This is an optimization exercise on Yosys and OpenROAD, whose aim is small area, not a production implementation. Where RTL was checked, it was by simulation tests only, not by an equivalence proof against the original. Function not checked in runs 2 to 4: the RTL went through the layout flow alone.

`flow/flow/run.sh`:
```
#!/bin/bash
# The standard layout (standard.sh) with three changes:
# - synthesis maps the logic with flow/abc.script: synth_recipe.tcl with an
#   abc wrapper (flow/abc_proc.tcl) inserted after its first line; the rest,
#   registers included, is the standard synthesis;
# - port buffers are buf_1 cells;
# - clock tree synthesis without dummy loads (same clustering as config.mk).
# make's output goes to standard.log, each ORFS step's log to orfs/logs/.
set -euo pipefail
export FLOW_ABC_SCRIPT="$PWD/flow/abc.script"
{ head -n 1 synth_recipe.tcl; cat flow/abc_proc.tcl; tail -n +2 synth_recipe.tcl; } > synth_abc.tcl
bash standard.sh SYNTH_SCRIPT="$PWD/synth_abc.tcl" \
  BUFFER_PORTS_ARGS="-buffer_cell sky130_fd_sc_hd__buf_1" \
  CTS_ARGS="-sink_clustering_enable -repair_clock_nets -sink_clustering_size 24 -sink_clustering_max_diameter 100 -buf_list sky130_fd_sc_hd__clkbuf_16 -dont_use_dummy_load" \
  finish > standard.log 2>&1
```
`flow/flow/abc.script`:
```
&get -n
&st
&dch
&nf -R 1000
&st
&syn2
&dch
&nf -R 1000
&st
&synch2
&nf -R 1000
&put
```
`flow/flow/abc_proc.tcl`:
```
# Use this flow's ABC script (area-recovering mapping rounds, without the final
# buffering and gate upsizing of ORFS's speed script) for the technology mapping.
proc abc {args} {
  set i [lsearch -exact $args -script]
  if { $i >= 0 } {
    set args [lreplace $args [expr {$i + 1}] [expr {$i + 1}] $::env(FLOW_ABC_SCRIPT)]
  }
  yosys abc {*}$args
}
```
`flow/standard.sh`:
```
#!/bin/bash
# synth_recipe.tcl (not shown) runs the flow's synth.tcl, then flattens the netlist and writes it again
# the make line also repeats each setting of config.mk as NAME=value (left out here)
make -C /OpenROAD-flow-scripts/flow DESIGN_CONFIG=/design/flow/config.mk WORK_HOME=/design/flow/orfs CLKGATE_MAP_FILE= SYNTH_SCRIPT=/design/flow/synth_recipe.tcl "${@:-finish}"
```
`flow/config.mk`:
```
export PLATFORM = sky130hd
export DESIGN_NAME = systolic_array_8x8
export DESIGN_NICKNAME = systolic_array_8x8
export VERILOG_FILES = /design/flow/design.v
export SDC_FILE = /design/flow/constraint.sdc
export NUM_CORES = 4
export LEC_CHECK = 0
export CAP_MARGIN = 20
export CORE_MARGIN = 2
export CORE_UTILIZATION = 70
export CTS_BUF_LIST = sky130_fd_sc_hd__clkbuf_16
export CTS_CLUSTER_DIAMETER = 100
export CTS_CLUSTER_SIZE = 24
export SLEW_MARGIN = 20
export SYNTH_HIERARCHICAL = 1
export SYNTH_MINIMUM_KEEP_SIZE = 0
```
`flow/constraint.sdc`:
```
create_clock -name core_clock -period 10.0 [get_ports {clk}]
set_input_delay 2.0000 -clock core_clock [delete_from_list [all_inputs] [get_ports {clk}]]
set_output_delay 2.0000 -clock core_clock [all_outputs]
set_load 0.01 [all_outputs]
```
`flow/design.v`:
```
module integer_mac_pe #(parameter DATA_WIDTH=8)
(
    input clk, rstn,
    input signed [DATA_WIDTH-1:0] in_row,
    input signed [DATA_WIDTH-1:0] in_col,
    output reg signed [DATA_WIDTH-1:0] out_row,
    output reg signed [DATA_WIDTH-1:0] out_col,
    output reg signed [DATA_WIDTH-1:0] out_data
);
  wire p1, p2, p3, p4, p5, p6, p7, p8, p9, p10, p11, p12, p13, p14, p15, p16, p17, p18, p19, p20, p21, p22, p23, p24, p25, p26, p27, p28, p29, p30, p31, p32, p33, p34, p35, p36, s37, c38, s39, c40, s41, c42, s43, c44, s45, c46, s47, c48, s49, c50, s51, c52, s53, c54, s55, c56, s57, c58, s59, c60, s61, c62, s63, c64, s65, c66, s67, c68, s69, c70, s71, c72, s73, c74, s75, c76, s77, c78, s79, c80, s81, c82, s83, c84, s85, c86, s87, c88, s89, c90, s91, c92, s93, s94, s95, s96, s97, s98, s99, s100;
  wire [7:0] sum;
  assign p1 = ~(in_row[0] & in_col[0]);
  assign p2 = ~(in_row[0] & in_col[1]);
  assign p3 = ~(in_row[0] & in_col[2]);
  assign p4 = ~(in_row[0] & in_col[3]);
  assign p5 = ~(in_row[0] & in_col[4]);
  assign p6 = ~(in_row[0] & in_col[5]);
  assign p7 = ~(in_row[0] & in_col[6]);
  assign p8 = ~(in_row[0] & in_col[7]);
  assign p9 = ~(in_row[1] & in_col[0]);
  assign p10 = ~(in_row[1] & in_col[1]);
  assign p11 = ~(in_row[1] & in_col[2]);
  assign p12 = ~(in_row[1] & in_col[3]);
  assign p13 = ~(in_row[1] & in_col[4]);
  assign p14 = ~(in_row[1] & in_col[5]);
  assign p15 = ~(in_row[1] & in_col[6]);
  assign p16 = ~(in_row[2] & in_col[0]);
  assign p17 = ~(in_row[2] & in_col[1]);
  assign p18 = ~(in_row[2] & in_col[2]);
  assign p19 = ~(in_row[2] & in_col[3]);
  assign p20 = ~(in_row[2] & in_col[4]);
  assign p21 = ~(in_row[2] & in_col[5]);
  assign p22 = ~(in_row[3] & in_col[0]);
  assign p23 = ~(in_row[3] & in_col[1]);
  assign p24 = ~(in_row[3] & in_col[2]);
  assign p25 = ~(in_row[3] & in_col[3]);
  assign p26 = ~(in_row[3] & in_col[4]);
  assign p27 = ~(in_row[4] & in_col[0]);
  assign p28 = ~(in_row[4] & in_col[1]);
  assign p29 = ~(in_row[4] & in_col[2]);
  assign p30 = ~(in_row[4] & in_col[3]);
  assign p31 = ~(in_row[5] & in_col[0]);
  assign p32 = ~(in_row[5] & in_col[1]);
  assign p33 = ~(in_row[5] & in_col[2]);
  assign p34 = ~(in_row[6] & in_col[0]);
  assign p35 = ~(in_row[6] & in_col[1]);
  assign p36 = ~(in_row[7] & in_col[0]);
  mac_x u38 (.a(p1), .b(out_data[0]), .y(s37));
  assign c38 = p1 | out_data[0];
  mac_fa u40 (.a(p2), .b(p9), .c(out_data[1]), .s(s39), .co(c40));
  mac_x u42 (.a(c38), .b(s39), .y(s41));
  assign c42 = c38 | s39;
  mac_fa u44 (.a(p3), .b(p10), .c(p16), .s(s43), .co(c44));
  mac_fa u46 (.a(out_data[2]), .b(c40), .c(s43), .s(s45), .co(c46));
  mac_x u48 (.a(c42), .b(s45), .y(s47));
  assign c48 = c42 | s45;
  mac_fa u50 (.a(p4), .b(p11), .c(p17), .s(s49), .co(c50));
  mac_fa u52 (.a(p22), .b(out_data[3]), .c(c44), .s(s51), .co(c52));
  mac_fa u54 (.a(s49), .b(c46), .c(s51), .s(s53), .co(c54));
  mac_x u56 (.a(c48), .b(s53), .y(s55));
  assign c56 = c48 | s53;
  mac_fa u58 (.a(p5), .b(p12), .c(p18), .s(s57), .co(c58));
  mac_fa u60 (.a(p23), .b(p27), .c(out_data[4]), .s(s59), .co(c60));
  mac_fa u62 (.a(c50), .b(s57), .c(s59), .s(s61), .co(c62));
  mac_fa u64 (.a(c52), .b(s61), .c(c54), .s(s63), .co(c64));
  mac_x u66 (.a(c56), .b(s63), .y(s65));
  assign c66 = c56 | s63;
  mac_fa u68 (.a(p6), .b(p13), .c(p19), .s(s67), .co(c68));
  mac_fa u70 (.a(p24), .b(p28), .c(p31), .s(s69), .co(c70));
  mac_fa u72 (.a(out_data[5]), .b(c58), .c(c60), .s(s71), .co(c72));
  mac_fa u74 (.a(s67), .b(s69), .c(c62), .s(s73), .co(c74));
  mac_fa u76 (.a(s71), .b(s73), .c(c64), .s(s75), .co(c76));
  mac_x u78 (.a(c66), .b(s75), .y(s77));
  assign c78 = c66 | s75;
  mac_fa u80 (.a(p7), .b(p14), .c(p20), .s(s79), .co(c80));
  mac_fa u82 (.a(p25), .b(p29), .c(p32), .s(s81), .co(c82));
  mac_fa u84 (.a(p34), .b(out_data[6]), .c(c68), .s(s83), .co(c84));
  mac_fa u86 (.a(c70), .b(s79), .c(s81), .s(s85), .co(c86));
  mac_fa u88 (.a(c72), .b(s83), .c(s85), .s(s87), .co(c88));
  mac_fa u90 (.a(c74), .b(s87), .c(c76), .s(s89), .co(c90));
  mac_x u92 (.a(c78), .b(s89), .y(s91));
  assign c92 = c78 | s89;
  assign s93 = p8 ^ p15 ^ p21;
  assign s94 = p26 ^ p30 ^ p33;
  assign s95 = p35 ^ p36 ^ out_data[7];
  assign s96 = c80 ^ c82 ^ s93;
  assign s97 = s94 ^ s95 ^ c84;
  assign s98 = c86 ^ s96 ^ c88;
  assign s99 = s97 ^ s98 ^ c90;
  assign s100 = ~(c92 ^ s99);
  assign sum = {s100, s91, s77, s65, s55, s47, s41, s37};
  always @(posedge clk) begin
    out_row <= in_row;
    out_col <= in_col;
    if (!rstn) out_data <= 8'hff;
    else out_data <= sum ^ 8'h7f;   
  end
endmodule
module mac_fa (input a, b, c, output s, co);
  assign s = a ^ b ^ c;
  assign co = (a & b) | (c & (a ^ b));
endmodule
module mac_x (input a, b, output y);
  assign y = a ^ b;
endmodule
module fifo (
    input clk, rstn,
    input w_en, r_en,
    input z,                         
    input [7:0] in_data,
    input [7:0] last_out,            
    output [7:0] out_data,
    output full, empty
);
    reg [2:0] n;                     
    reg popped;                      
    reg [7:0] mem [0:6];
    assign full  = (n == 3'd7);
    assign empty = (n == 3'd0);
    wire wr = w_en & !full;
    wire rd = r_en & !empty;
    always @(posedge clk) begin
        if (!rstn) begin
            n <= 3'd0;
            popped <= 1'b0;
        end else begin
            if (wr & !rd) n <= n + 3'd1;
            else if (rd & !wr) n <= n - 3'd1;
            popped <= rd;
        end
    end
    wire [7:0] rs = popped ? (8'd1 << n) : 8'd0;
    wire keep = ~popped & ~z;
    genvar b;
    generate
        for (b = 0; b < 8; b = b + 1) begin : rdm
            wire g0, g1, g2;
            aoi222 u0 (.a0(mem[0][b]), .s0(rs[0]), .a1(mem[1][b]), .s1(rs[1]), .a2(mem[2][b]), .s2(rs[2]), .y(g0));
            aoi222 u1 (.a0(mem[3][b]), .s0(rs[3]), .a1(mem[4][b]), .s1(rs[4]), .a2(mem[5][b]), .s2(rs[5]), .y(g1));
            assign g2 = ~((mem[6][b] & rs[6]) | (last_out[b] & keep));
            assign out_data[b] = ~(g0 & g1 & g2);
        end
    endgenerate
    genvar k;
    generate
        for (k = 0; k < 7; k = k + 1) begin : slot
            wire [7:0] d;
            if (k == 0) begin : first
                hold_mux8 hm (.a(in_data), .sa(wr), .b(mem[0]), .sb(~wr), .y(d));
            end else begin : next
                hold_mux8 hm (.a(mem[k-1]), .sa(wr), .b(mem[k]), .sb(~wr), .y(d));
            end
            always @(posedge clk) mem[k] <= d;
        end
    endgenerate
endmodule
module hold_mux8 (input [7:0] a, input sa, input [7:0] b, input sb, output [7:0] y);
    assign y = (a & {8{sa}}) | (b & {8{sb}});
endmodule
`timescale 1ns / 1ps
module demux_1_to_8 #(parameter SELECT_WIDTH=3, DATA_WIDTH=8) 
(
  input [SELECT_WIDTH-1:0] select,
	input signed [DATA_WIDTH-1:0] in_data,
	output reg signed [DATA_WIDTH-1:0] out_data_0,
	output reg signed [DATA_WIDTH-1:0] out_data_1,
	output reg signed [DATA_WIDTH-1:0] out_data_2,
	output reg signed [DATA_WIDTH-1:0] out_data_3,
	output reg signed [DATA_WIDTH-1:0] out_data_4,
	output reg signed [DATA_WIDTH-1:0] out_data_5,
	output reg signed [DATA_WIDTH-1:0] out_data_6,
	output reg signed [DATA_WIDTH-1:0] out_data_7
);
  always @* begin
    {out_data_0, out_data_1, out_data_2, out_data_3,
     out_data_4, out_data_5, out_data_6, out_data_7} = 0;
    case (select)
			3'b000 : out_data_0 = in_data;
			3'b001 : out_data_1 = in_data;
			3'b010 : out_data_2 = in_data;
			3'b011 : out_data_3 = in_data;
			3'b100 : out_data_4 = in_data;
			3'b101 : out_data_5 = in_data;
			3'b110 : out_data_6 = in_data;
			3'b111 : out_data_7 = in_data;
  endcase
end
endmodule
module mux_64_to_1 #(parameter SELECT_WIDTH=6, DATA_WIDTH=8)
(
    input [SELECT_WIDTH-1:0] select,
    input [64*DATA_WIDTH-1:0] in_data,
    output [DATA_WIDTH-1:0] out_data
);
    wire [7:0] hi = 8'd1 << select[5:3];
    wire [7:0] lo = 8'd1 << select[2:0];
    wire [63:0] oh;
    genvar k, b;
    generate
        for (k = 0; k < 64; k = k + 1) begin : dec
            assign oh[k] = hi[k/8] & lo[k%8];
        end
        for (b = 0; b < 8; b = b + 1) begin : bit_
            wire [21:0] g;
            for (k = 0; k < 21; k = k + 1) begin : grp
                aoi222 u (.a0(in_data[(3*k)*8+b]), .s0(oh[3*k]),
                              .a1(in_data[(3*k+1)*8+b]), .s1(oh[3*k+1]),
                              .a2(in_data[(3*k+2)*8+b]), .s2(oh[3*k+2]), .y(g[k]));
            end
            assign g[21] = ~(in_data[63*8+b] & oh[63]);
            assign out_data[b] = &g;
        end
    endgenerate
endmodule
module aoi222 (input a0, s0, a1, s1, a2, s2, output y);
    assign y = ~((a0 & s0) | (a1 & s1) | (a2 & s2));
endmodule
module systolic_array_8x8 #(parameter DEPTH=8, DATA_WIDTH=8, OUT_SELECT_WIDTH=6) (
	input clk, rstn,
	input r_en, w_en,
	input [2:0] row_select,
	input [2:0] col_select,
	input [OUT_SELECT_WIDTH-1:0] out_select,
	input signed [DATA_WIDTH-1:0] in_row,
	input signed [DATA_WIDTH-1:0] in_col,
	output signed [DATA_WIDTH-1:0] mux_data_out,
	output row_fifo_0_full,
	output row_fifo_0_empty,
	output row_fifo_1_full,
	output row_fifo_1_empty,
	output row_fifo_2_full,
	output row_fifo_2_empty,
	output row_fifo_3_full,
	output row_fifo_3_empty,
	output row_fifo_4_full,
	output row_fifo_4_empty,
	output row_fifo_5_full,
	output row_fifo_5_empty,
	output row_fifo_6_full,
	output row_fifo_6_empty,
	output row_fifo_7_full,
	output row_fifo_7_empty,
	output col_fifo_0_full,
	output col_fifo_0_empty,
	output col_fifo_1_full,
	output col_fifo_1_empty,
	output col_fifo_2_full,
	output col_fifo_2_empty,
	output col_fifo_3_full,
	output col_fifo_3_empty,
	output col_fifo_4_full,
	output col_fifo_4_empty,
	output col_fifo_5_full,
	output col_fifo_5_empty,
	output col_fifo_6_full,
	output col_fifo_6_empty,
	output col_fifo_7_full,
	output col_fifo_7_empty
);
	wire [7:0] row_full, row_empty, col_full, col_empty;
	assign row_fifo_0_full = row_full[0];
	assign row_fifo_0_empty = row_empty[0];
	assign row_fifo_1_full = row_full[1];
	assign row_fifo_1_empty = row_empty[1];
	assign row_fifo_2_full = row_full[2];
	assign row_fifo_2_empty = row_empty[2];
	assign row_fifo_3_full = row_full[3];
	assign row_fifo_3_empty = row_empty[3];
	assign row_fifo_4_full = row_full[4];
	assign row_fifo_4_empty = row_empty[4];
	assign row_fifo_5_full = row_full[5];
	assign row_fifo_5_empty = row_empty[5];
	assign row_fifo_6_full = row_full[6];
	assign row_fifo_6_empty = row_empty[6];
	assign row_fifo_7_full = row_full[7];
	assign row_fifo_7_empty = row_empty[7];
	assign col_fifo_0_full = col_full[0];
	assign col_fifo_0_empty = col_empty[0];
	assign col_fifo_1_full = col_full[1];
	assign col_fifo_1_empty = col_empty[1];
	assign col_fifo_2_full = col_full[2];
	assign col_fifo_2_empty = col_empty[2];
	assign col_fifo_3_full = col_full[3];
	assign col_fifo_3_empty = col_empty[3];
	assign col_fifo_4_full = col_full[4];
	assign col_fifo_4_empty = col_empty[4];
	assign col_fifo_5_full = col_full[5];
	assign col_fifo_5_empty = col_empty[5];
	assign col_fifo_6_full = col_full[6];
	assign col_fifo_6_empty = col_empty[6];
	assign col_fifo_7_full = col_full[7];
	assign col_fifo_7_empty = col_empty[7];
	wire [8*9*8-1:0] x;
	wire [9*8*8-1:0] y;
	wire [511:0] acc;
	reg z;
	always @(posedge clk) z <= !rstn;
	genvar i, j;
	generate
		for (i = 0; i < 8; i = i + 1) begin : rf
			fifo row_fifo (
				.clk (clk), .rstn (rstn),
				.w_en (w_en & (row_select == i)), .r_en (r_en),
				.z (z), .in_data (in_row), .last_out (x[(i*9+1)*8 +: 8]), .out_data (x[(i*9)*8 +: 8]),
				.full (row_full[i]), .empty (row_empty[i])
			);
		end
		for (j = 0; j < 8; j = j + 1) begin : cf
			fifo col_fifo (
				.clk (clk), .rstn (rstn),
				.w_en (w_en & (col_select == j)), .r_en (r_en),
				.z (z), .in_data (in_col), .last_out (y[(8+j)*8 +: 8]), .out_data (y[j*8 +: 8]),
				.full (col_full[j]), .empty (col_empty[j])
			);
		end
		for (i = 0; i < 8; i = i + 1) begin : r
			for (j = 0; j < 8; j = j + 1) begin : c
				integer_mac_pe pe (
					.clk (clk), .rstn (rstn),
					.in_row (x[(i*9+j)*8 +: 8]), .in_col (y[(i*8+j)*8 +: 8]),
					.out_row (x[(i*9+j+1)*8 +: 8]), .out_col (y[((i+1)*8+j)*8 +: 8]),
					.out_data (acc[(8*i+j)*8 +: 8])
				);
			end
		end
	endgenerate
	mux_64_to_1 mux (.select (out_select), .in_data (acc), .out_data (mux_data_out));
endmodule
```
==> results of run 1 <==
==> metal layers <==
layer  track usage (%)  routed length (um)
met5                 0                 172
met4              26.2               26800
met3              5.47               23600
met2              60.9              153000
met1              47.7              120000
==> cells in the final DEF, fill, tap and decap left out, types with 97 or more instances in the layout <==
cell type	n
fa_1	1360
nand2_1	3038
nor2_1	254
dfxtp_1	2369
xnor2_1	704
clkinv_1	97
clkbuf_16	109
or2_0	128
or3_1	274
a222oi_1	424
xor2_1	720
a221o_1	128
a22o_1	896
==> cell type report <==
class / count / share of cell area [%]
Sequential cell: 2369 / 38.3
Tap cell: 2204 / 2.23
Timing Repair Buffer: 123 / 0.555
Inverter: 97 / 0.294
Multi-Input combinational cell: 8212 / 56.4
Antenna cell: 6 / 0.0121
Clock buffer: 109 / 2.21
==> worst paths after layout <==
| check | from | end | depth (start not counted) |
|---|---|---|---|
| setup reg to reg | rf[4].row_fifo.n[2] | r[4].c[0].pe.out_data[7] | 18 |
| setup / recovery | out_select[2] | mux_data_out[3] | 9 |
| hold / removal | r[5].c[1].pe.out_row[7] | r[5].c[2].pe.out_row[7] | 0 |
| hold reg to reg | r[5].c[1].pe.out_row[7] | r[5].c[2].pe.out_row[7] | 0 |
==> registers in the layout, summed over array words and instances, names as in the netlist <==
register / cells
r.c.pe.out_data: 512
cf.col_fifo.popped: 8
r.c.pe.out_row: 448
rf.row_fifo.n: 24
rf.row_fifo.popped: 8
r.c.pe.out_col: 448
cf.col_fifo.mem: 448
z: 1
cf.col_fifo.n: 24
rf.row_fifo.mem: 448
==> critical path: cells and delay by family <==
family	cells	cell delay, ns
AND/OR/NAND/NOR	4	1.75
AO/OA/AOI/OAI	2	1.66
buffers and inverters	3	0.65
==> summary.txt, run 1 <==
Vias in the first global route - 85,300
RSZ-0062 raised after global routing - no
Total Routed Length - 323 mm
Crit path cell chain - buf_1 -> or3b_1 -> nor2_1 -> a222oi_1 -> nand4_1 -> or4_1 -> a2111oi_1 -> buf_4 -> buf_1
CTS tree - done
TritonCTS Buffers - 109
DR WL/cell - 24.6 um
H-tree level count - 3
Post-placement cell area - 0.121 sq mm
Area grow syn2layout - 5.28%
Final cell utilization of the core - 74.1%
Least-Margin Pin Slew - 1.23 ns
Post-synthesis net count - 12,100
Initial antenna violation count - 16
Final Wtd Congestion - 0.995
Layout Nets - 12,300
Total GRT Usage - 37.9%
CTS Buffer Depth - 3
Critical Path Source Type - input pin
Finished Cell Area - 0.124 sq mm
Antenna viol nets, final - 0
PortBufs - 71
Largest stage delay, worst path - 1.09 ns
FF/Latch Area - 0.0474 sq mm
Setup TNS - 0 ns
R2R Setup Slk - 4.17 ns
CTS sink cnt - 2,369
Share of layout cells above drive strength 1 - 1.50%
Hold Worst Slack - 0.323 ns
Critical path data arrival time - 6.07 ns
Data required time of the worst path - 8.00 ns
Largest net degree at the start of global routing - 161
Headroom to the max-slew limit - 17.6%
Worst Setup End Kind - primary output
Post-route clock period utilization - 80.7%
Vias per cell - 6.45
Initial DRC count - 10,200
Crit-path slowest cell - a2111oi_1
Post-route minimum period - 8.07 ns
Die ar. - 0.171 sq mm
Synth warn - 11
Status - no timing/DRC/antenna violations
Critical path type - in -> out
Final Skew - 0.0824 ns
DRC - 0
HPWL Detailed - 249 mm
Peak Freq - 124 MHz
Fill cell count - 11,300
# rows - 150
Worst min path class - reg -> reg
Most common cell on crit path - buf_1
Global-route wire length before repair - 498 mm
Post_cts resized - 0
Die width - 414 um
Layout Cells excl Fill - 13,100
Core area - 0.167 sq mm
Initial Util - 70.4%
Die height - 414 um
Setup-failing EPs final - 0
Io pins - 72
CTS Hold Buffers Added - 0
Drt pass-1 iters - 17
Syn Inst Count - 10,700
Root Driver - clkbuf_16
Setup ws final - 1.93 ns
Max cap viols - 0
Mean area per synthesized cell - 11.0 sq um
Footprint of the multi-input gates - 0.0697 sq mm
Crit Path Max Fanout - 8
Slew Viols, Final - 0
Grt ovf - 0
Dpl cells - 13,000
Insertion delay to the later sink of the worst-skew pair - 0.82 ns
Via count - 84,600
Synthesized area - 0.117 sq mm
Clock slew at reported path FFs - 0.09 ns
Fin. Hold Viols - 0
Setup WS pre-CTS - 2.12 ns
Setup bufs post-CTS - 0
==> inputs of run 2 (changes only) <==
--- a/flow/design.v
+++ b/flow/design.v
@@ -45,32 +45,32 @@
   assign p34 = ~(in_row[6] & in_col[0]);
   assign p35 = ~(in_row[6] & in_col[1]);
   assign p36 = ~(in_row[7] & in_col[0]);
-  mac_x u38 (.a(p1), .b(out_data[0]), .y(s37));
+  assign s37 = ~(p1 ^ out_data[0]);
   assign c38 = p1 | out_data[0];
   mac_fa u40 (.a(p2), .b(p9), .c(out_data[1]), .s(s39), .co(c40));
-  mac_x u42 (.a(c38), .b(s39), .y(s41));
+  assign s41 = ~(c38 ^ s39);
   assign c42 = c38 | s39;
   mac_fa u44 (.a(p3), .b(p10), .c(p16), .s(s43), .co(c44));
   mac_fa u46 (.a(out_data[2]), .b(c40), .c(s43), .s(s45), .co(c46));
-  mac_x u48 (.a(c42), .b(s45), .y(s47));
+  assign s47 = ~(c42 ^ s45);
   assign c48 = c42 | s45;
   mac_fa u50 (.a(p4), .b(p11), .c(p17), .s(s49), .co(c50));
   mac_fa u52 (.a(p22), .b(out_data[3]), .c(c44), .s(s51), .co(c52));
   mac_fa u54 (.a(s49), .b(c46), .c(s51), .s(s53), .co(c54));
-  mac_x u56 (.a(c48), .b(s53), .y(s55));
+  assign s55 = ~(c48 ^ s53);
   assign c56 = c48 | s53;
   mac_fa u58 (.a(p5), .b(p12), .c(p18), .s(s57), .co(c58));
   mac_fa u60 (.a(p23), .b(p27), .c(out_data[4]), .s(s59), .co(c60));
   mac_fa u62 (.a(c50), .b(s57), .c(s59), .s(s61), .co(c62));
   mac_fa u64 (.a(c52), .b(s61), .c(c54), .s(s63), .co(c64));
-  mac_x u66 (.a(c56), .b(s63), .y(s65));
+  assign s65 = ~(c56 ^ s63);
   assign c66 = c56 | s63;
   mac_fa u68 (.a(p6), .b(p13), .c(p19), .s(s67), .co(c68));
   mac_fa u70 (.a(p24), .b(p28), .c(p31), .s(s69), .co(c70));
   mac_fa u72 (.a(out_data[5]), .b(c58), .c(c60), .s(s71), .co(c72));
   mac_fa u74 (.a(s67), .b(s69), .c(c62), .s(s73), .co(c74));
   mac_fa u76 (.a(s71), .b(s73), .c(c64), .s(s75), .co(c76));
-  mac_x u78 (.a(c66), .b(s75), .y(s77));
+  assign s77 = ~(c66 ^ s75);
   assign c78 = c66 | s75;
   mac_fa u80 (.a(p7), .b(p14), .c(p20), .s(s79), .co(c80));
   mac_fa u82 (.a(p25), .b(p29), .c(p32), .s(s81), .co(c82));
@@ -78,7 +78,7 @@
   mac_fa u86 (.a(c70), .b(s79), .c(s81), .s(s85), .co(c86));
   mac_fa u88 (.a(c72), .b(s83), .c(s85), .s(s87), .co(c88));
   mac_fa u90 (.a(c74), .b(s87), .c(c76), .s(s89), .co(c90));
-  mac_x u92 (.a(c78), .b(s89), .y(s91));
+  assign s91 = ~(c78 ^ s89);
   assign c92 = c78 | s89;
   assign s93 = p8 ^ p15 ^ p21;
   assign s94 = p26 ^ p30 ^ p33;
@@ -93,69 +93,58 @@
     out_row <= in_row;
     out_col <= in_col;
     if (!rstn) out_data <= 8'hff;
-    else out_data <= sum ^ 8'h7f;   
+    else out_data <= sum;
   end
 endmodule
 module mac_fa (input a, b, c, output s, co);
   assign s = a ^ b ^ c;
   assign co = (a & b) | (c & (a ^ b));
 endmodule
-module mac_x (input a, b, output y);
-  assign y = a ^ b;
-endmodule
 module fifo (
     input clk, rstn,
     input w_en, r_en,
-    input z,                         
     input [7:0] in_data,
-    input [7:0] last_out,            
+    input [7:0] in_data_z,
     output [7:0] out_data,
     output full, empty
 );
-    reg [2:0] n;                     
-    reg popped;                      
-    reg [7:0] mem [0:6];
-    assign full  = (n == 3'd7);
-    assign empty = (n == 3'd0);
+    reg [2:0] wq, rq;
+    reg [7:0] mem [0:7];
+    wire [2:0] wn = {wq[1:0], wq[2] ^ (wq[1] | ~wq[0])};
+    wire [2:0] rn = {rq[1:0], rq[2] ^ (rq[1] | ~rq[0])};
+    assign full  = (wn == rq);
+    assign empty = (wq == rq);
     wire wr = w_en & !full;
-    wire rd = r_en & !empty;
-    always @(posedge clk) begin
-        if (!rstn) begin
-            n <= 3'd0;
-            popped <= 1'b0;
-        end else begin
-            if (wr & !rd) n <= n + 3'd1;
-            else if (rd & !wr) n <= n - 3'd1;
-            popped <= rd;
-        end
-    end
-    wire [7:0] rs = popped ? (8'd1 << n) : 8'd0;
-    wire keep = ~popped & ~z;
+    wire [7:0] rs = 8'd1 << rq;
+    wire [7:0] ws = 8'd1 << wn;
     genvar b;
     generate
-        for (b = 0; b < 8; b = b + 1) begin : rdm
+        for (b = 0; b < 8; b = b + 1) begin : rd
             wire g0, g1, g2;
             aoi222 u0 (.a0(mem[0][b]), .s0(rs[0]), .a1(mem[1][b]), .s1(rs[1]), .a2(mem[2][b]), .s2(rs[2]), .y(g0));
             aoi222 u1 (.a0(mem[3][b]), .s0(rs[3]), .a1(mem[4][b]), .s1(rs[4]), .a2(mem[5][b]), .s2(rs[5]), .y(g1));
-            assign g2 = ~((mem[6][b] & rs[6]) | (last_out[b] & keep));
+            assign g2 = ~((mem[6][b] & rs[6]) | (mem[7][b] & rs[7]));
             assign out_data[b] = ~(g0 & g1 & g2);
         end
     endgenerate
+    always @(posedge clk) begin
+        if (!rstn) begin
+            wq <= 3'd7;
+            rq <= 3'd7;
+        end else begin
+            if (wr) wq <= wn;
+            if (r_en & !empty) rq <= rn;
+        end
+    end
     genvar k;
     generate
         for (k = 0; k < 7; k = k + 1) begin : slot
-            wire [7:0] d;
-            if (k == 0) begin : first
-                hold_mux8 hm (.a(in_data), .sa(wr), .b(mem[0]), .sb(~wr), .y(d));
-            end else begin : next
-                hold_mux8 hm (.a(mem[k-1]), .sa(wr), .b(mem[k]), .sb(~wr), .y(d));
-            end
-            always @(posedge clk) mem[k] <= d;
+            always @(posedge clk)
+                if (wr & ws[k]) mem[k] <= in_data;
         end
     endgenerate
-endmodule
-module hold_mux8 (input [7:0] a, input sa, input [7:0] b, input sb, output [7:0] y);
-    assign y = (a & {8{sa}}) | (b & {8{sb}});
+    always @(posedge clk)
+        if (!rstn | (wr & ws[7])) mem[7] <= in_data_z;
 endmodule
 `timescale 1ns / 1ps
 module demux_1_to_8 #(parameter SELECT_WIDTH=3, DATA_WIDTH=8) 
@@ -293,15 +282,15 @@
 	wire [8*9*8-1:0] x;
 	wire [9*8*8-1:0] y;
 	wire [511:0] acc;
-	reg z;
-	always @(posedge clk) z <= !rstn;
+	wire [7:0] in_row_z = in_row & {8{rstn}};
+	wire [7:0] in_col_z = in_col & {8{rstn}};
 	genvar i, j;
 	generate
 		for (i = 0; i < 8; i = i + 1) begin : rf
 			fifo row_fifo (
 				.clk (clk), .rstn (rstn),
 				.w_en (w_en & (row_select == i)), .r_en (r_en),
-				.z (z), .in_data (in_row), .last_out (x[(i*9+1)*8 +: 8]), .out_data (x[(i*9)*8 +: 8]),
+				.in_data (in_row), .in_data_z (in_row_z), .out_data (x[(i*9)*8 +: 8]),
 				.full (row_full[i]), .empty (row_empty[i])
 			);
 		end
@@ -309,7 +298,7 @@
 			fifo col_fifo (
 				.clk (clk), .rstn (rstn),
 				.w_en (w_en & (col_select == j)), .r_en (r_en),
-				.z (z), .in_data (in_col), .last_out (y[(8+j)*8 +: 8]), .out_data (y[j*8 +: 8]),
+				.in_data (in_col), .in_data_z (in_col_z), .out_data (y[j*8 +: 8]),
 				.full (col_full[j]), .empty (col_empty[j])
 			);
 		end
==> flow/run.sh (new file) <==
#!/bin/bash
# synth_recipe.tcl (not shown) runs the flow's synth.tcl, then flattens the netlist and writes it again
# the make line also repeats each setting of config.mk as NAME=value (left out here)
make -C /OpenROAD-flow-scripts/flow DESIGN_CONFIG=/design/flow/config.mk WORK_HOME=/design/flow/orfs CLKGATE_MAP_FILE= SYNTH_SCRIPT=/design/flow/synth_recipe.tcl finish
--- a/flow/config.mk
+++ b/flow/config.mk
@@ -7,10 +7,10 @@
 export LEC_CHECK = 0
 export CAP_MARGIN = 20
 export CORE_MARGIN = 2
-export CORE_UTILIZATION = 70
+export CORE_UTILIZATION = 60
 export CTS_BUF_LIST = sky130_fd_sc_hd__clkbuf_16
 export CTS_CLUSTER_DIAMETER = 100
-export CTS_CLUSTER_SIZE = 24
+export CTS_CLUSTER_SIZE = 30
 export SLEW_MARGIN = 20
 export SYNTH_HIERARCHICAL = 1
 export SYNTH_MINIMUM_KEEP_SIZE = 0
removed: flow/flow/run.sh
removed: flow/flow/abc.script
removed: flow/flow/abc_proc.tcl
removed: flow/standard.sh
==> summary.txt, run 2 <==
Critical Path Source - out_select[1] (was out_select[2])
Hold Worst Slack - 0.348 ns (was 0.323 ns)
Syn Inst Count - 10,600 (was 10,700)
Vias in the first global route - 85,300 (about the same)
Setup TNS - 0 ns (unchanged)
# rows - 171 (was 150)
Antenna viol nets, final - 0 (unchanged)
Largest net degree at the start of global routing - 159 (was 161)
Peak Freq - 123 MHz (was 124 MHz)
CTS Buffer Depth - 3 (unchanged)
Die ar. - 0.223 sq mm (was 0.171 sq mm)
CTS Hold Buffers Added - 0 (unchanged)
Critical path type - in -> out (unchanged)
Drt pass-1 iters - 15 (was 17)
Share of layout cells above drive strength 1 - 5.23% (was 1.50%)
Area grow syn2layout - 5.62% (was 5.28%)
Layout Cells excl Fill - 13,600 (was 13,100)
Data required time of the worst path - 8.00 ns (about the same)
Insertion delay to the later sink of the worst-skew pair - 0.84 ns (was 0.82 ns)
Setup bufs post-CTS - 0 (unchanged)
Headroom to the max-slew limit - 19.8% (was 17.6%)
RSZ-0062 raised after global routing - no (unchanged)
Max cap viols - 0 (unchanged)
Core area - 0.218 sq mm (was 0.167 sq mm)
Most frequent cells in the layout - 2,826 x nand2_1, 1,504 x dfxtp_1, 1,344 x fa_1, 1,024 x edfxtp_1, 608 x xnor2_1 (was 3,038 x nand2_1, 2,369 x dfxtp_1, 1,360 x fa_1, 896 x a22o_1, 720 x xor2_1)
Reg2Reg Launch Point - rf[3].row_fifo.rq[0] (was rf[4].row_fifo.n[2])
R2R cell count - 18 (unchanged)
Clock slew at reported path FFs - 0.11 ns (was 0.09 ns)
Crit path cell chain - clkdlybuf4s50_1 -> or3b_1 -> nor2_1 -> a222oi_1 -> nand4_1 -> or4_1 -> a2111oi_2 -> clkdlybuf4s50_1 (was buf_1 -> or3b_1 -> nor2_1 -> a222oi_1 -> nand4_1 -> or4_1 -> a2111oi_1 -> buf_4 -> buf_1)
CTS sink cnt - 2,528 (was 2,369)
Regs by FF count - cf.col_fifo.mem: 512 flops, r.c.pe.out_data: 512 flops, rf.row_fifo.mem: 512 flops
Post-route minimum period - 8.13 ns (was 8.07 ns)
Largest stage delay, worst path - 0.70 ns (was 1.09 ns)
Worst min path class - reg -> reg (unchanged)
Post-synthesis net count - 12,500 (was 12,100)
Fill cell count - 16,800 (was 11,300)
Fin. Hold Viols - 0 (unchanged)
Root Driver - clkbuf_16 (unchanged)
Global-route wire length before repair - 544 mm (was 498 mm)
Setup-failing EPs final - 0 (unchanged)
Status - no timing/DRC/antenna violations (unchanged)
Synth warn - 10 (was 11)
Worst Setup End Kind - primary output (unchanged)
Die width - 472 um (was 414 um)
R2R Path End - r[3].c[0].pe.out_data[7] (was r[4].c[0].pe.out_data[7])
Final Skew - 0.0371 ns (was 0.0824 ns)
Slew Viols, Final - 0 (unchanged)
Final cell utilization of the core - 63.9% (was 74.1%)
DRC - 0 (unchanged)
Worst Hold Depth - 0 (unchanged)
Met1 Track Usage GR - 43.5% (was 47.7%)
Crit Path Max Fanout - 8 (unchanged)
Dpl cells - 13,400 (was 13,000)
GR Layer Usage met2 - 53.2% (was 60.9%)
PortBufs - 71 (unchanged)
Post-placement cell area - 0.135 sq mm (was 0.121 sq mm)
Critical path data arrival time - 6.13 ns (was 6.07 ns)
R2R Setup Slk - 3.36 ns (was 4.17 ns)
Worst Hold Path EP - r[1].c[6].pe.out_row[7] (was r[5].c[2].pe.out_row[7])
Post_cts resized - 0 (unchanged)
Most common cell on crit path - clkdlybuf4s50_1 (was buf_1)
Crit-path slowest cell - a2111oi_2 (was a2111oi_1)
Initial Util - 60.5% (was 70.4%)
Min-delay src - r[1].c[5].pe.out_row[7] (was r[5].c[1].pe.out_row[7])
Layout Nets - 12,600 (was 12,300)
Via count - 82,800 (was 84,600)
Critical Path Source Type - input pin (unchanged)
Die height - 472 um (was 414 um)
Post-route clock period utilization - 81.3% (was 80.7%)
Vias per cell - 6.07 (was 6.45)
H-tree level count - 3 (unchanged)
Least-Margin Pin Slew - 1.19 ns (was 1.23 ns)
TritonCTS Buffers - 108 (was 109)
Initial antenna violation count - 12 (was 16)
Finished Cell Area - 0.139 sq mm (was 0.124 sq mm)
Mean area per synthesized cell - 12.4 sq um (was 11.0 sq um)
Grt met3 use - 4.71% (was 5.47%)
Synthesized area - 0.132 sq mm (was 0.117 sq mm)
Gr busiest metal - met2 (unchanged)
DR WL/cell - 26.2 um (was 24.6 um)
Total Routed Length - 357 mm (was 323 mm)
HPWL Detailed - 278 mm (was 249 mm)
Grt ovf - 0 (unchanged)
Initial DRC count - 9,652 (was 10,200)
Most common cell after layout, fill and taps aside - nand2_1 (unchanged)
Io pins - 72 (unchanged)
Final Wtd Congestion - 0.965 (was 0.995)
CTS tree - done (unchanged)
Total GRT Usage - 32.6% (was 37.9%)
## run 2: layer usage
layer | up-vias | part of all wire (%)
met3 | 614 | 6.8
met4 | 10 | 5.4
li1 | 36300 | -
met1 | 42600 | 40
met5 | - | 0.017
met2 | 3249 | 48
## run 2: worst max-delay path by stage
stage	to	slack [ns]
after floorplan	mux_data_out[1]	3.93
after global placement	mux_data_out[2]	2.11
after detailed placement	mux_data_out[5]	2.00
after CTS	mux_data_out[5]	1.98
after global routing	mux_data_out[1]	1.80
final	mux_data_out[2]	1.87
## run 2: through the flow
step           setup slack [ns]
2_1_floorplan              3.93
3_3_place_gp               2.11
3_5_place_dp               2.00
4_1_cts                    1.98
5_1_grt                    1.80
6_report                   1.87
## run 2: final cells by class
cell class                      count  area [sq um]  share of cell area [%]
Sequential cell                  2528         60900                    43.8
Clock inverter                     81           885                   0.636
Multi-Input combinational cell   7354         67500                    48.6
Timing Repair Buffer              175          1430                    1.03
Tap cell                         2854          3570                    2.57
Antenna cell                       10          25.0                  0.0180
Clock buffer                      109          2730                    1.96
Inverter                          528          1980                    1.43
## run 2: worst max-delay path, delay by kind of cell
| kind | cells | cell delay [ns] |
|---|---|---|
| compound gates | 2 | 1.24 |
| buf+inv | 2 | 1.27 |
| simple gates | 4 | 1.61 |
==> inputs of run 3 (changes only) <==
--- a/flow/config.mk
+++ b/flow/config.mk
@@ -8,9 +8,9 @@
 export CAP_MARGIN = 20
 export CORE_MARGIN = 2
 export CORE_UTILIZATION = 60
-export CTS_BUF_LIST = sky130_fd_sc_hd__clkbuf_16
-export CTS_CLUSTER_DIAMETER = 100
-export CTS_CLUSTER_SIZE = 30
+export CTS_BUF_LIST = sky130_fd_sc_hd__clkbuf_8
+export CTS_CLUSTER_DIAMETER = 60
+export CTS_CLUSTER_SIZE = 16
 export SLEW_MARGIN = 20
 export SYNTH_HIERARCHICAL = 1
 export SYNTH_MINIMUM_KEEP_SIZE = 0
==> summary.txt, run 3 <==
Antenna viol nets, final - 0 (unchanged)
Buf/Inv on CP - 2 (unchanged)
Insertion delay to the later sink of the worst-skew pair - 1.03 ns (was 0.84 ns)
Drt pass-1 iters - 17 (was 15)
Most common cell on crit path - clkdlybuf4s50_1 (unchanged)
Initial antenna violation count - 13 (was 12)
H-tree level count - 4 (was 3)
Post-route clock period utilization - 81.6% (was 81.3%)
Die ar. - 0.223 sq mm (unchanged)
Crit-path slowest cell - a2111oi_2 (unchanged)
Post-synthesis net count - 12,500 (unchanged)
Grt ovf - 0 (unchanged)
Most frequent cells in the layout - 2,826 x nand2_1, 1,504 x dfxtp_1, 1,344 x fa_1, 1,024 x edfxtp_1, 608 x xnor2_1 (unchanged)
PortBufs - 71 (unchanged)
Footprint of the multi-input gates - 0.0675 sq mm (about the same)
Cell family with most CP delay - simple AND/OR/NAND/NOR gates (unchanged)
Finished Cell Area - 0.140 sq mm (was 0.139 sq mm)
Clock slew at reported path FFs - 0.09 ns (was 0.11 ns)
CTS Buffer Depth - 3 (unchanged)
FF/Latch Area - 0.0609 sq mm (unchanged)
Syn Inst Count - 10,600 (unchanged)
Dpl cells - 13,400 (unchanged)
DRC - 0 (unchanged)
Root Driver - clkbuf_8 (was clkbuf_16)
Vias in the first global route - 86,200 (was 85,300)
Setup TNS - 0 ns (unchanged)
Final Skew - 0.0450 ns (was 0.0371 ns)
Total Routed Length - 359 mm (was 357 mm)
Peak Freq - 123 MHz (about the same)
Setup bufs post-CTS - 0 (unchanged)
Max cap viols - 0 (unchanged)
Initial Util - 60.5% (unchanged)
Post_cts resized - 0 (unchanged)
Fill cell count - 16,800 (about the same)
Final cell utilization of the core - 64.1% (was 63.9%)
Core area - 0.218 sq mm (unchanged)
Synthesized area - 0.132 sq mm (unchanged)
Crit path cell chain - clkdlybuf4s50_1 -> or3b_1 -> nor2_1 -> a222oi_1 -> nand3_1 -> or4_1 -> a2111oi_2 -> clkdlybuf4s50_1 (was clkdlybuf4s50_1 -> or3b_1 -> nor2_1 -> a222oi_1 -> nand4_1 -> or4_1 -> a2111oi_2 -> clkdlybuf4s50_1)
Mean area per synthesized cell - 12.4 sq um (unchanged)
Critical path type - in -> out (unchanged)
Crit Path Max Fanout - 8 (unchanged)
Layout Nets - 12,600 (about the same)
Setup-failing EPs final - 0 (unchanged)
RSZ-0062 raised after global routing - no (unchanged)
Least-Margin Pin Slew - 1.14 ns (was 1.19 ns)
R2R Setup Slk - 3.41 ns (was 3.36 ns)
Via count - 83,200 (was 82,800)
Worst Setup End Kind - primary output (unchanged)
Largest net degree at the start of global routing - 159 (unchanged)
DR WL/cell - 26.0 um (was 26.2 um)
Initial DRC count - 9,091 (was 9,652)
Post-placement cell area - 0.135 sq mm (unchanged)
Most common cell after layout, fill and taps aside - nand2_1 (unchanged)
Hold Worst Slack - 0.361 ns (was 0.348 ns)
# rows - 171 (unchanged)
Area grow syn2layout - 6.02% (was 5.62%)
Die width - 472 um (unchanged)
Final Wtd Congestion - 0.965 (unchanged)
Synth warn - 10 (unchanged)
Global-route wire length before repair - 547 mm (was 544 mm)
TritonCTS Buffers - 205 (was 108)
HPWL Detailed - 278 mm (unchanged)
CTS tree - done (unchanged)
Largest stage delay, worst path - 0.70 ns (about the same)
CTS sink cnt - 2,528 (unchanged)
Layout Cells excl Fill - 13,800 (was 13,600)
Status - no timing/DRC/antenna violations (unchanged)
CTS Hold Buffers Added - 0 (unchanged)
Total GRT Usage - 32.8% (was 32.6%)
Critical Path Source Type - input pin (unchanged)
Die height - 472 um (unchanged)
Slew Viols, Final - 0 (unchanged)
Vias per cell - 6.02 (was 6.07)
Regs by FF count - cf.col_fifo.mem: 512 flops, r.c.pe.out_data: 512 flops, rf.row_fifo.mem: 512 flops (unchanged)
Critical path data arrival time - 6.16 ns (was 6.13 ns)
Post-route minimum period - 8.16 ns (was 8.13 ns)
Worst min path class - reg -> reg (unchanged)
Io pins - 72 (unchanged)
Data required time of the worst path - 8.00 ns (about the same)
Fin. Hold Viols - 0 (unchanged)
Setup ws final - 1.84 ns (was 1.87 ns)
Headroom to the max-slew limit - 23.1% (was 19.8%)
Share of layout cells above drive strength 1 - 6.46% (was 5.23%)
Setup WS pre-CTS - 2.00 ns (unchanged)
[run 3: changes by cell type in the layout (fill, tap and decap cells not counted), sizes merged]
cell / delta
buf: +1
bufinv: +4
clkbuf: +103
clkinv: +6
clkinvlp: +21
diode: +3
inv: +38
[run 3: per-layer routing]
metal	wire length [um]	GRT usage, %
met5	52	0
met4	20300	15.8
met3	25500	5.04
met2	170000	53.0
met1	143000	43.6
[run 3: worst reg2reg max path, cell delays in order (launching register included)]
cell,delay (ns)
dfxtp_1,1.03
inv_2,0.17
nor2_1,0.61
a222oi_1,0.32
o211ai_1,0.52
nand2_1,0.18
fa_1,0.54
fa_1,0.40
fa_1,0.43
fa_1,0.39
fa_1,0.39
fa_1,0.50
inv_1,0.04
ha_1,0.18
xnor2_1,0.19
xnor2_1,0.16
xnor2_1,0.15
xnor3_1,0.24
nand2_1,0.08
[run 3: cell type report]
type | count | share of cell area, %
clock inverters | 150 | 0.874
inverters | 528 | 1.42
well taps | 2854 | 2.56
repair buffers | 176 | 1.03
diodes | 13 | 0.0233
multi-input cells | 7354 | 48.4
flip-flops and latches | 2528 | 43.6
clock buffers | 212 | 2.09
[run 3: worst paths after layout]
path / from / to / cells after the start
worst max register to register: rf[3].row_fifo.rq[0] / r[3].c[0].pe.out_data[7] / 18
worst max-delay path: out_select[1] / mux_data_out[7] / 8
worst min-delay path: r[3].c[0].pe.out_col[7] / r[4].c[0].pe.out_col[7] / 0
worst min register to register: r[3].c[0].pe.out_col[7] / r[4].c[0].pe.out_col[7] / 0
==> inputs of run 4 (changes only) <==
--- a/flow/design.v
+++ b/flow/design.v
@@ -114,19 +114,8 @@
     wire [2:0] rn = {rq[1:0], rq[2] ^ (rq[1] | ~rq[0])};
     assign full  = (wn == rq);
     assign empty = (wq == rq);
+    assign out_data = mem[rq];
     wire wr = w_en & !full;
-    wire [7:0] rs = 8'd1 << rq;
-    wire [7:0] ws = 8'd1 << wn;
-    genvar b;
-    generate
-        for (b = 0; b < 8; b = b + 1) begin : rd
-            wire g0, g1, g2;
-            aoi222 u0 (.a0(mem[0][b]), .s0(rs[0]), .a1(mem[1][b]), .s1(rs[1]), .a2(mem[2][b]), .s2(rs[2]), .y(g0));
-            aoi222 u1 (.a0(mem[3][b]), .s0(rs[3]), .a1(mem[4][b]), .s1(rs[4]), .a2(mem[5][b]), .s2(rs[5]), .y(g1));
-            assign g2 = ~((mem[6][b] & rs[6]) | (mem[7][b] & rs[7]));
-            assign out_data[b] = ~(g0 & g1 & g2);
-        end
-    endgenerate
     always @(posedge clk) begin
         if (!rstn) begin
             wq <= 3'd7;
@@ -140,11 +129,11 @@
     generate
         for (k = 0; k < 7; k = k + 1) begin : slot
             always @(posedge clk)
-                if (wr & ws[k]) mem[k] <= in_data;
+                if (wr & (wn == k)) mem[k] <= in_data;
         end
     endgenerate
     always @(posedge clk)
-        if (!rstn | (wr & ws[7])) mem[7] <= in_data_z;
+        if (!rstn | (wr & (wn == 3'd7))) mem[7] <= in_data_z;
 endmodule
 `timescale 1ns / 1ps
 module demux_1_to_8 #(parameter SELECT_WIDTH=3, DATA_WIDTH=8) 
@@ -181,28 +170,7 @@
     input [64*DATA_WIDTH-1:0] in_data,
     output [DATA_WIDTH-1:0] out_data
 );
-    wire [7:0] hi = 8'd1 << select[5:3];
-    wire [7:0] lo = 8'd1 << select[2:0];
-    wire [63:0] oh;
-    genvar k, b;
-    generate
-        for (k = 0; k < 64; k = k + 1) begin : dec
-            assign oh[k] = hi[k/8] & lo[k%8];
-        end
-        for (b = 0; b < 8; b = b + 1) begin : bit_
-            wire [21:0] g;
-            for (k = 0; k < 21; k = k + 1) begin : grp
-                aoi222 u (.a0(in_data[(3*k)*8+b]), .s0(oh[3*k]),
-                              .a1(in_data[(3*k+1)*8+b]), .s1(oh[3*k+1]),
-                              .a2(in_data[(3*k+2)*8+b]), .s2(oh[3*k+2]), .y(g[k]));
-            end
-            assign g[21] = ~(in_data[63*8+b] & oh[63]);
-            assign out_data[b] = &g;
-        end
-    endgenerate
-endmodule
-module aoi222 (input a0, s0, a1, s1, a2, s2, output y);
-    assign y = ~((a0 & s0) | (a1 & s1) | (a2 & s2));
+    assign out_data = ~in_data[select*DATA_WIDTH +: DATA_WIDTH];
 endmodule
 module systolic_array_8x8 #(parameter DEPTH=8, DATA_WIDTH=8, OUT_SELECT_WIDTH=6) (
 	input clk, rstn,
--- a/flow/config.mk
+++ b/flow/config.mk
@@ -7,10 +7,7 @@
 export LEC_CHECK = 0
 export CAP_MARGIN = 20
 export CORE_MARGIN = 2
-export CORE_UTILIZATION = 60
-export CTS_BUF_LIST = sky130_fd_sc_hd__clkbuf_8
-export CTS_CLUSTER_DIAMETER = 60
-export CTS_CLUSTER_SIZE = 16
+export CORE_UTILIZATION = 40
 export SLEW_MARGIN = 20
 export SYNTH_HIERARCHICAL = 1
 export SYNTH_MINIMUM_KEEP_SIZE = 0
==> summary.txt, run 4 <==
Status - no timing/DRC/antenna violations (unchanged)
Critical path data arrival time - 5.67 ns (was 6.16 ns)
Final Skew - 0.0477 ns (was 0.0450 ns)
Core area - 0.337 sq mm (was 0.218 sq mm)
Worst Setup End Kind - primary output (unchanged)
Critical Path Source Type - input pin (unchanged)
Crit Path Max Fanout - 79 (was 8)
Critical path type - in -> out (unchanged)
DRC - 0 (unchanged)
Reg2Reg Launch Point - cf[7].col_fifo.rq[2] (was rf[3].row_fifo.rq[0])
Drt pass-1 iters - 10 (was 17)
RSZ-0062 raised after global routing - no (unchanged)
Max cap viols - 0 (unchanged)
HPWL Detailed - 250 mm (was 278 mm)
Syn Inst Count - 10,900 (was 10,600)
Post-synthesis net count - 12,700 (was 12,500)
Mean area per synthesized cell - 12.5 sq um (was 12.4 sq um)
PortBufs - 71 (unchanged)
Synth warn - 9 (was 10)
Initial Util - 40.2% (was 60.5%)
CTS Hold Buffers Added - 0 (unchanged)
Most frequent cells in the layout - 2,915 x nand2_1, 1,504 x dfxtp_1, 1,344 x fa_1, 1,024 x edfxtp_1, 608 x xnor2_1 (was 2,826 x nand2_1, 1,504 x dfxtp_1, 1,344 x fa_1, 1,024 x edfxtp_1, 608 x xnor2_1)
Post-route clock period utilization - 76.7% (was 81.6%)
Finished Cell Area - 0.150 sq mm (was 0.140 sq mm)
Antenna viol nets, final - 0 (unchanged)
CTS tree - done (unchanged)
Fill cell count - 30,500 (was 16,800)
Setup TNS - 0 ns (unchanged)
Total GRT Usage - 19.6% (was 32.8%)
Global-route wire length before repair - 521 mm (was 547 mm)
Post_cts resized - 0 (unchanged)
Data required time of the worst path - 8.00 ns (about the same)
Die height - 586 um (was 472 um)
Setup bufs post-CTS - 0 (unchanged)
Synthesized area - 0.136 sq mm (was 0.132 sq mm)
Largest net degree at the start of global routing - 159 (unchanged)
FF/Latch Area - 0.0609 sq mm (unchanged)
Footprint of the multi-input gates - 0.0703 sq mm (was 0.0675 sq mm)
Via count - 81,500 (was 83,200)
Clock slew at reported path FFs - 0.06 ns (was 0.09 ns)
Post-placement cell area - 0.140 sq mm (was 0.135 sq mm)
Grt ovf - 0 (unchanged)
Root Driver - clkbuf_16 (was clkbuf_8)
CTS sink cnt - 2,528 (unchanged)
Final Wtd Congestion - 0.907 (was 0.965)
Least-Margin Pin Slew - 1.13 ns (was 1.14 ns)
Insertion delay to the later sink of the worst-skew pair - 0.91 ns (was 1.03 ns)
Area grow syn2layout - 10.5% (was 6.02%)
Die width - 586 um (was 472 um)
Initial DRC count - 6,540 (was 9,091)
Layout Nets - 12,800 (was 12,600)
Worst min path class - reg -> reg (unchanged)
Post-route minimum period - 7.67 ns (was 8.16 ns)
Peak Freq - 130 MHz (was 123 MHz)
Fin. Hold Viols - 0 (unchanged)
Critical Path Source - out_select[0] (was out_select[1])
Initial antenna violation count - 9 (was 13)
Total Routed Length - 333 mm (was 359 mm)
Regs by FF count - cf.col_fifo.mem: 512 flops, r.c.pe.out_data: 512 flops, rf.row_fifo.mem: 512 flops (unchanged)
Io pins - 72 (unchanged)
Min-delay src - r[5].c[1].pe.out_row[7] (was r[3].c[0].pe.out_col[7])
CTS Buffer Depth - 4 (was 3)
Slew Viols, Final - 0 (unchanged)
H-tree level count - 5 (was 4)
Headroom to the max-slew limit - 24.0% (was 23.1%)
Most common cell after layout, fill and taps aside - nand2_1 (unchanged)
Vias per cell - 5.18 (was 6.02)
Setup-failing EPs final - 0 (unchanged)
Vias in the first global route - 86,600 (was 86,200)
DR WL/cell - 21.2 um (was 26.0 um)
Die ar. - 0.343 sq mm (was 0.223 sq mm)
TritonCTS Buffers - 281 (was 205)
Share of layout cells above drive strength 1 - 10.1% (was 6.46%)
# rows - 213 (was 171)
==> run 4: routing by layer <==
| metal | global-route usage (%) | vias to the layer above | part of all wire, % |
|---|---|---|---|
| met5 | 0 | - | 0.0054 |
| met4 | 8.67 | 2 | 4.9 |
| met3 | 2.24 | 618 | 5.1 |
| met2 | 34.0 | 2513 | 50 |
| met1 | 24.7 | 41600 | 40 |
| li1 | - | 36700 | - |
==> run 4: final cells by class <==
type,instances,share of cell area [%]
Clock buffer,367,5.23
Antenna cell,5,0.00836
Inverter,496,1.24
Timing Repair Buffer,187,1.04
Sequential cell,2528,40.6
Clock inverter,140,1.15
Tap cell,4515,3.77
Multi-Input combinational cell,7475,46.9
==> run 4: critical path, stage by stage <==
cell	delay, ns
clkbuf_8	0.56
buf_12	0.38
mux4_2	0.56
mux2i_1	0.32
o22ai_1	0.18
o21a_1	0.33
o21ai_1	0.56
clkdlybuf4s50_1	0.67
==> run 4: metrics by stage <==
step	cells	hold slack (ns)	setup WS, ns	utilization [%]
3_5_place_dp	15200	0.354	2.39	41.5
5_1_grt	15700	0.364	2.18	44.5
2_1_floorplan	10900	0.331	4.35	-
3_3_place_gp	15200	0.341	2.41	41.5
6_report	15700	0.346	2.33	44.5
4_1_cts	15700	0.349	2.38	44.4
==> run 4: worst paths after layout <==
check / end / slack [ns] / cells after the start
max: mux_data_out[7] / 2.33 / 8
min: r[5].c[2].pe.out_row[7] / 0.35 / 0
max reg2reg: r[0].c[7].pe.out_data[7] / 3.15 / 18
min reg2reg: r[5].c[2].pe.out_row[7] / 0.35 / 0

==> what the ideal ports hide <==
The results above use ideal ports. As a check the final layouts listed here were re-extracted and re-timed, cells and wires unchanged.
Step 1: set_driving_cell puts a clkbuf_16 on clk and a buf_2 on each other input, an assumption about the parent block.
Step 2, shift: input delay + t, output delay - t, t = (earliest + latest rising clock arrival at the registers) / 2. This alone moves slack from input paths to output paths.
a / b / c = no drivers / after step 1 / after step 2; a / b = the first two.
run	shift t [ns]	setup slack, ns	hold slack, ns
run 1	0.859	1.929 / 1.779 / 1.779	0.323 / 0.323 / 0.323
run 2	0.911	1.866 / 1.772 / 1.772	0.348 / 0.348 / 0.348
run 3	1.103	1.842 / 1.754 / 1.754	0.361 / 0.361 / 0.361
run 4	0.972	2.331 / 2.178 / 2.178	0.346 / 0.346 / 0.346
After both steps every run listed still meets setup and hold. The setup slack of run 4, which loses most, moves by -0.153 ns with the drivers and by -0.153 ns with both steps.
